This design comes from an exercise in tuning for small area, a short achievable clock period and few clock cycles per item on the open sky130 flow, not from production work. The RTL was checked by simulation tests, not by an equivalence proof against the original design. Power figures rest on the tool's default switching activity, not on a simulated workload.

==> inputs of pepper <==
// CI_fir
module CI_fir
	(
		input 		reset,
		input		clk,
		input		clk_en,
		input	[31:0]	dataa,
		input	[31:0]	datab,
		input		start,
		output	[31:0]	result,
		output		done
	);
export LEC_CHECK = 0
export CAP_MARGIN = 20
export CORE_MARGIN = 2
export CORE_UTILIZATION = 45
export CTS_CLUSTER_DIAMETER = 80
export CTS_CLUSTER_SIZE = 25
export SLEW_MARGIN = 20
create_clock -name core_clock -period 17.0 [get_ports {clk}]
standard.sh (not shown) runs the stock make flow with config.mk's settings and CLKGATE_MAP_FILE= SYNTH_SCRIPT=/design/flow/synth_recipe.tcl, a recipe that flattens the netlist after the stock synthesis.
==> flow/flow/run.sh <==
#!/bin/bash
# Layout flow: the standard layout (standard.sh, unchanged synthesis and steps), with the
# resizer's setup repair told to keep MARGIN ns of slack against the 17 ns clock, so that it
# sizes and buffers the logic for the period the design can reach instead of stopping at 17 ns.
# make's full output goes to flow.log here; ORFS writes each step's log under orfs/logs/.
set -euo pipefail
MARGIN=12
bash standard.sh SETUP_SLACK_MARGIN=$MARGIN finish > flow.log 2>&1
==> ember (differences from pepper) <==
==> flow/flow/run.sh (replaced) <==
#!/bin/bash
# Layout flow: the standard layout (standard.sh, unchanged synthesis and steps), with the
# resizer's setup repair told to keep MARGIN ns of slack against the 17 ns clock, so that it
# sizes and buffers the logic for the period the design can reach instead of stopping at 17 ns.
# Synthesis is the standard one except that SYNTH_ARGS=-noabc skips the quick ABC pass inside
# yosys synth (registers are unchanged), so extract_fa sees the adders as written and maps
# them to full-adder cells without extra inverters.
# make's full output goes to flow.log here; ORFS writes each step's log under orfs/logs/.
set -euo pipefail
MARGIN=12
bash standard.sh SYNTH_ARGS=-noabc SETUP_SLACK_MARGIN=$MARGIN finish > flow.log 2>&1
==> results.txt <==
	ember	pepper
GRT Resource Usage Total	21.4%	22.8%
Detailed Place HPWL	151000 um	166000 um
Total power	9.31 mW	9.43 mW
Critical path fanouts, max	2	3
Total length of routed met3 wires	11000 um	13600 um
Post-CTS setup repair buffer count	33	40
Initial Util	45.3%	45.1%
Die Height	467 um	475 um
Final cell count without fillers	10787	12244
Flop pwr share	51.4%	50.3%
Initial antenna violation count	5	8
Max frequency	189 MHz	200 MHz
Total area of sequential cells	37800 um2	37800 um2
Endpoint of the worst register-to-register path	rres[17]	t24[23]
Worst clock skew	0.0546 ns	0.0425 ns
Num tapcells	2821	2975
Result of the run	complete, no violations	complete, no violations
Master of the slowest instance on the critical path	ha_1	nor4_4
Share of power burned in combinational logic	14.5%	15.6%
Slowest Stage Delay on Critical Path	0.32 ns	0.27 ns
Share of the synthesized area in the top cell type	38.4%	37.0%
Crit path time final	5.28 ns	4.99 ns
R2R Path Start	xr1[1]	p3[16]
RD Place Congestion	0.796	0.817
Slack of the worst reg-to-reg path	11.83 ns	12.10 ns
Leak Pwr	45.9 nW	42.2 nW
Testbench counts of pepper, summed over its fixed seeds: cycles 9,608, items 9,600.
Testbench counts of ember, summed over its fixed seeds: cycles 9,608, items 9,600.

* * *

==> v8 <==
Another version of the RTL of CI_fir (not shown whole).
// CI_fir
module CI_fir
	(
		input 		reset,
		input		clk,
		input		clk_en,
		input	[31:0]	dataa,
		input	[31:0]	datab,
		input		start,
		output	[31:0]	result,
		output		done
	);
export LEC_CHECK = 0
export CAP_MARGIN = 20
export CORE_MARGIN = 2
export CORE_UTILIZATION = 45
export CTS_CLUSTER_DIAMETER = 80
export CTS_CLUSTER_SIZE = 25
export SLEW_MARGIN = 20
create_clock -name core_clock -period 17.0 [get_ports {clk}]
==> flow/flow/run.sh <==
#!/bin/bash
# Layout flow: the standard layout (standard.sh, unchanged synthesis and steps), with the
# resizer's setup repair told to keep MARGIN ns of slack against the 17 ns clock, so that it
# sizes and buffers the logic for the period the design can reach instead of stopping at 17 ns.
# make's full output goes to flow.log here; ORFS writes each step's log under orfs/logs/.
set -euo pipefail
MARGIN=12
bash standard.sh SETUP_SLACK_MARGIN=$MARGIN finish > flow.log 2>&1
==> v38: changes against v8 <==
==> flow/flow/run.sh (replaced) <==
#!/bin/bash
# Layout flow: the standard layout (standard.sh, unchanged synthesis and steps), with the
# resizer's setup repair told to keep MARGIN ns of slack against the 17 ns clock, so that it
# sizes and buffers the logic for the period the design can reach instead of stopping at 17 ns.
# Synthesis is the standard one except that SYNTH_ARGS=-noabc skips the quick ABC pass inside
# yosys synth (registers are unchanged), so extract_fa sees the adders as written and maps
# them to full-adder cells without extra inverters.
# make's full output goes to flow.log here; ORFS writes each step's log under orfs/logs/.
set -euo pipefail
MARGIN=12.3
bash standard.sh SYNTH_ARGS=-noabc SETUP_SLACK_MARGIN=$MARGIN finish > flow.log 2>&1
- CORE_UTILIZATION: 45 -> 70
==> reports/metrics.yaml <==
status:
  status: "no timing/DRC/antenna violations"
placement:
  place.gp.congestion: 0.8577
layout:
  sh_seq_area_pct: 36.61
  seqCellArea_um2: 37880
  layout_common_cells: "dfxtp_1, fa_1, a22o_1"
  finalInstanceArea_um2: 103500
critical_path:
  r2r_cells: 23
  critPathMaxStageDelay_ns: 0.47
timing:
  maxSlewHeadroom_pct: 30.90
power:
  power_uw: 8958
  power_clock_uw: 2660
detailed_routing:
  wl_per_cell_um: 25.68
  wl_met2_mm: 118.9
yosys:
  synth_cell_type_count: 72
-- figures above: v38

==> reports/metrics.yaml <==
status:
  status: "no timing/DRC/antenna violations"
critical_path:
  critPathMaxStageDelay_ns: 0.33
  r2r_cells: 19
layout:
  seqCellArea_um2: 37860
  finalInstanceArea_um2: 110100
  layout_common_cells: "dfxtp_1, inv_1, fa_1"
  sh_seq_area_pct: 34.38
placement:
  place.gp.congestion: 0.8444
power:
  power_uw: 9635
  power_clock_uw: 3240
timing:
  maxSlewHeadroom_pct: 27.79
detailed_routing:
  wl_met2_mm: 134.5
yosys:
  synth_cell_type_count: 68
-- figures above: v8

Testbench counts of v8, summed over its fixed seeds: cycles 9,608, items 9,600.
Testbench counts of v38, summed over its fixed seeds: cycles 9,608, items 9,600.

* * *

==> 11-28: inputs <==
CI_fir again, from the RTL that the note above started with.
==> flow/config.mk <==
export PLATFORM = sky130hd
export DESIGN_NAME = CI_fir
export DESIGN_NICKNAME = CI_fir
export VERILOG_FILES = /design/flow/design.v
export SDC_FILE = /design/flow/constraint.sdc
export NUM_CORES = 4
export LEC_CHECK = 0
export CAP_MARGIN = 20
export CORE_MARGIN = 2
export CORE_UTILIZATION = 70
export CTS_CLUSTER_DIAMETER = 80
export CTS_CLUSTER_SIZE = 25
export SLEW_MARGIN = 20
==> flow/constraint.sdc <==
create_clock -name core_clock -period 17.0 [get_ports {clk}]
set_input_delay 3.4000 -clock core_clock [delete_from_list [all_inputs] [get_ports {clk}]]
set_output_delay 3.4000 -clock core_clock [all_outputs]
set_load 0.01 [all_outputs]
==> flow/flow/run.sh <==
#!/bin/bash
# Layout flow: the standard layout (standard.sh, unchanged synthesis and steps), with the
# resizer's setup repair told to keep MARGIN ns of slack against the 17 ns clock, so that it
# sizes and buffers the logic for the period the design can reach instead of stopping at 17 ns.
# Synthesis is the standard one except that SYNTH_ARGS=-noabc skips the quick ABC pass inside
# yosys synth (registers are unchanged), so extract_fa sees the adders as written and maps
# them to full-adder cells without extra inverters.
# make's full output goes to flow.log here; ORFS writes each step's log under orfs/logs/.
set -euo pipefail
MARGIN=12
bash standard.sh SYNTH_ARGS=-noabc SETUP_SLACK_MARGIN=$MARGIN finish > flow.log 2>&1
==> 07-20 (differences from 11-28) <==
Settings changed: CORE_UTILIZATION 70 to 45.
==> qor summary <==
Outcome: 07-20 no timing/DRC/antenna violations; 11-28 no timing/DRC/antenna violations
Reg-to-reg setup timing slack: 07-20 11,990 ps; 11-28 12,080 ps
Area used by sequential logic in the layout: 07-20 37,850 µm²; 11-28 37,820 µm²
Smallest setup slack after layout: 07-20 11,920 ps; 11-28 11,840 ps
Worst slew margin relative to its limit: 07-20 31.17%; 11-28 30.28%
Insertion delay of the later-clocked pin in the worst-skew pair: 07-20 810 ps; 11-28 750 ps
Core utilization of the finished layout: 07-20 49.84%; 11-28 76.32%
Clock tree cell share of total cell area: 07-20 3.735%; 11-28 2.801%
Initial standard-cell utilization of the core: 07-20 45.22%; 11-28 70.75%
Power per cell area: 07-20 89.98 nW/µm²; 11-28 86.80 nW/µm²
Slew at the pin closest to its max-slew limit: 07-20 1033 ps; 11-28 1044 ps
Clock Buffer Count: 07-20 117; 11-28 104
Timing endpoint of the critical path: 07-20 t11[6]$_DFF_P_; 11-28 rres[19]$_DFFE_PP_
Overall die area: 07-20 214,100 µm²; 11-28 138,200 µm²
Testbench counts of 11-28, summed over its fixed seeds: cycles 9,608, items 9,600.
Testbench counts of 07-20, summed over its fixed seeds: cycles 9,608, items 9,600.

afterwards: timing with drivers on the ports:
No port has a modelled driver above. Below, the same layouts with a new extraction and two added sets of constraints.
Step 1 (the two cells are an assumption about what drives the block):
set clk [get_ports {clk}]
set_driving_cell -lib_cell sky130_fd_sc_hd__clkbuf_16 $clk
set_driving_cell -lib_cell sky130_fd_sc_hd__buf_2 [delete_from_list [all_inputs] $clk]
Step 2, shift: input delay + t, output delay - t, t = (earliest + latest rising clock arrival at the registers) / 2. This alone moves slack from input paths to output paths.
Three values: ideal ports, drivers, drivers and shift; two values: the first two.
run | shift t [ns] | setup WS [ns] | pins driven straight from the clock port
pepper | 0.873 | 12.008 / 12.024 / 11.188 | 1
ember | 0.859 | 11.720 / 11.757 / 10.898 | 1
v8 | 0.916 | 11.745 / 11.806 / 10.890 | 1
v38 | 0.812 | 11.859 / 11.892 / 11.080 | 1
11-28 | 0.809 | 11.843 / 11.885 / 11.076 | 1
07-20 | 0.854 | 11.921 / 11.981 / 11.128 | 1
After both steps every run listed still meets setup and hold. The setup slack of v8, which loses most, moves by +0.061 ns with the drivers and by -0.855 ns with both steps.
